From an optimization exercise on the open Yosys and OpenROAD flow, aimed at small area and a short achievable clock period; shortcuts taken in it are not production practice. In this exercise RTL edits were held to simulation tests only and were not proved equivalent to the original.

## float_add
module float_add(clk, rst, i_cip, i_vstart, i_vector_length, i_sj, i_sk,
                 i_v0, i_v1, i_v2, i_v3, i_v4, i_v5, i_v6, i_v7,
                 o_busy, o_result, err);
    input  wire        clk;
    input  wire        rst;
    input  wire [15:0] i_cip;
    input  wire        i_vstart;
    input  wire [6:0]  i_vector_length;
    input  wire [63:0] i_sj;
    input  wire [63:0] i_sk;
    input  wire [63:0] i_v0;
    input  wire [63:0] i_v1;
    input  wire [63:0] i_v2;
    input  wire [63:0] i_v3;
    input  wire [63:0] i_v4;
    input  wire [63:0] i_v5;
    input  wire [63:0] i_v6;
    input  wire [63:0] i_v7;
    output reg  [63:0] o_result;
    output wire        o_busy;
    output wire        err;
    reg [6:0] reservation_time;
    reg       busy_q;
    reg       sel_s;
    reg [7:0] sel_j, sel_k;
    wire [6:0] rt_next = rst ? 7'h7f :
                         i_vstart ? i_vector_length :
                         (reservation_time != 7'h7f) ? reservation_time - 7'd1 :
                         reservation_time;
    wire       scalar_next = &rt_next;
    wire [7:0] j_dec = 8'd1 << i_cip[5:3];
    wire [7:0] k_dec = 8'd1 << i_cip[2:0];
    always @(posedge clk) begin
        reservation_time <= rt_next;
        busy_q <= ~rt_next[6] | (rt_next[5:0] == 6'd0);
        sel_s  <= scalar_next;
  ...
For scale: about 4,400 cells after synthesis, ~32,000 µm² of cells after synthesis.
export LEC_CHECK = 0
export CAP_MARGIN = 20
export CORE_MARGIN = 2
export CORE_UTILIZATION = 40
export CTS_CLUSTER_DIAMETER = 80
export CTS_CLUSTER_SIZE = 30
export SETUP_SLACK_MARGIN = 3.6
export SLEW_MARGIN = 20
export SYNTH_HIERARCHICAL = 1
create_clock -name core_clock -period 6.0 [get_ports {clk}]
standard.sh (not shown) runs the stock make flow with config.mk's settings and CLKGATE_MAP_FILE= SYNTH_SCRIPT=/design/flow/synth_recipe.tcl, a recipe that flattens the netlist after the stock synthesis.
==> flow/flow/run.sh <==
#!/bin/bash
# The standard layout (standard.sh: ORFS from synthesis to the final
# layout) with two changes:
#  - synthesis is the standard flow's own script (synth_recipe.tcl) except that Yosys's
#    abc pass runs delay-targeted ABC scripts from flow/ (see
#    flow/abc_proc.tcl) in place of ORFS's default ABC script, and that
#    ADDER_MAP_FILE is empty, so ORFS does not extract full and half
#    adder cells before abc and abc maps all the logic itself. Neither
#    touches the registers, so they are the standard synthesis's.
#  - the port buffers that ORFS inserts at placement are buf_1 cells.
#    Every input and output port still gets its own buffer.
# ORFS keeps each step's log in orfs/logs; make's output goes to
# standard.log here.
set -euo pipefail
here=$PWD
export BUFFER_PORTS_ARGS="-buffer_cell sky130_fd_sc_hd__buf_1"
export FLOW_ABC_DIR=$here/flow
export ADDER_MAP_FILE=
cat flow/abc_proc.tcl synth_recipe.tcl > flow_synth.tcl
sed "s#SYNTH_SCRIPT=[^ ]*#SYNTH_SCRIPT=$here/flow_synth.tcl#" standard.sh > flow_standard.sh
grep -q "SYNTH_SCRIPT=$here/flow_synth.tcl" flow_standard.sh
bash flow_standard.sh > standard.log 2>&1
==> flow/flow/abc_d1100.script <==
strash
dch -f
map -D 1100
topo
stime -c
buffer -c
upsize -c -D 1100
dnsize -c -D 1100
==> flow/flow/abc_d1200.script <==
strash
dch -f
map -D 1200
topo
stime -c
buffer -c
upsize -c -D 1200
dnsize -c -D 1200
==> flow/flow/abc_d400.script <==
strash
dch -f
map -D 400
topo
stime -c
buffer -c
upsize -c -D 400
dnsize -c -D 400
==> flow/flow/abc_d500.script <==
strash
dch -f
map -D 500
topo
stime -c
buffer -c
upsize -c -D 500
dnsize -c -D 500
==> flow/flow/abc_proc.tcl <==
# abc as the standard flow's synthesis calls it, but with ABC scripts of our own, each
# a delay-targeted mapping (dch + map -D) carrying its own target, so no
# -D: the operand select with 400 ps, the exponent select and compare with 500 ps,
# then everything else with 1200 ps. abc maps only the combinational
# logic; the registers are left as the standard flow's synthesis made them.
proc abc {args} {
  set i [lsearch -exact $args -script]
  if {$i >= 0} { set args [lreplace $args $i [expr {$i + 1}]] }
  set j [lsearch -exact $args -D]
  if {$j >= 0} { set args [lreplace $args $j [expr {$j + 1}]] }
  set d $::env(FLOW_ABC_DIR)
  yosys abc -script $d/abc_d400.script {*}$args fadd_sel
  yosys abc -script $d/abc_d1100.script {*}$args fadd_exp
  yosys abc -script $d/abc_d1200.script {*}$args
}
Change:
==> flow/flow/abc_d1500.script (new file) <==
strash
dch -f
map -D 1500
topo
stime -c
buffer -c
upsize -c -D 1500
dnsize -c -D 1500
--- a/flow/flow/abc_proc.tcl
+++ b/flow/flow/abc_proc.tcl
@@ -2,5 +2,7 @@
 # a delay-targeted mapping (dch + map -D) carrying its own target, so no
-# -D: the operand select with 400 ps, the exponent select and compare with 500 ps,
-# then everything else with 1200 ps. abc maps only the combinational
-# logic; the registers are left as the standard flow's synthesis made them.
+# -D: the operand select with 400 ps, the exponent select and compare with
+# 1100 ps, the adder, the |A - B| increment and the leading-zero count with
+# 1500 ps, then everything else with 1200 ps. abc maps only the
+# combinational logic; the registers are left as the standard flow's synthesis made
+# them.
 proc abc {args} {
@@ -13,2 +15,3 @@
   yosys abc -script $d/abc_d1100.script {*}$args fadd_exp
+  yosys abc -script $d/abc_d1500.script {*}$args fadd_add48 fadd_ones48 float_add_lz
   yosys abc -script $d/abc_d1200.script {*}$args
--- a/flow/config.mk
+++ b/flow/config.mk
@@ -12,4 +12,5 @@
 export CTS_CLUSTER_SIZE = 30
-export SETUP_SLACK_MARGIN = 3.6
+export SETUP_SLACK_MARGIN = 3.5
 export SLEW_MARGIN = 20
 export SYNTH_HIERARCHICAL = 1
+export TNS_END_PERCENT = 60
removed: flow/flow/abc_d500.script
Fmax rises by about 0.7%.
Global-route usage falls by 1.1 points.
Worst setup slack gains 17 ps.
Design area shrinks by 5.0%.

==> what the ideal ports hide <==
In the flow no input, the clock included, has a driving cell. The finished layouts below were timed again as built, in two steps.
Step 1: set_driving_cell puts a clkbuf_16 on clk and a buf_2 on each other input, an assumption about the parent block.
Step 2 adds t to the input delays and takes it off the output delays; t is the mean of the earliest and latest rising clock arrival at the registers after step 1. Input paths then give back, and output paths get back, about the clock's delay inside the block.
Slacks: ideal ports / drivers / drivers and shift; pairs: ideal ports / drivers.
run	shift t [ns]	setup WS [ns]	pins driven straight from the clock port
the first run	0.704	3.461 / 3.387 / 2.875	1
the second run	0.695	3.478 / 3.401 / 2.906	1
After both steps setup and hold are still met in every run listed. For the first run, which loses most, drivers alone change the setup slack by -0.074 ns; drivers and shift together by -0.586 ns.
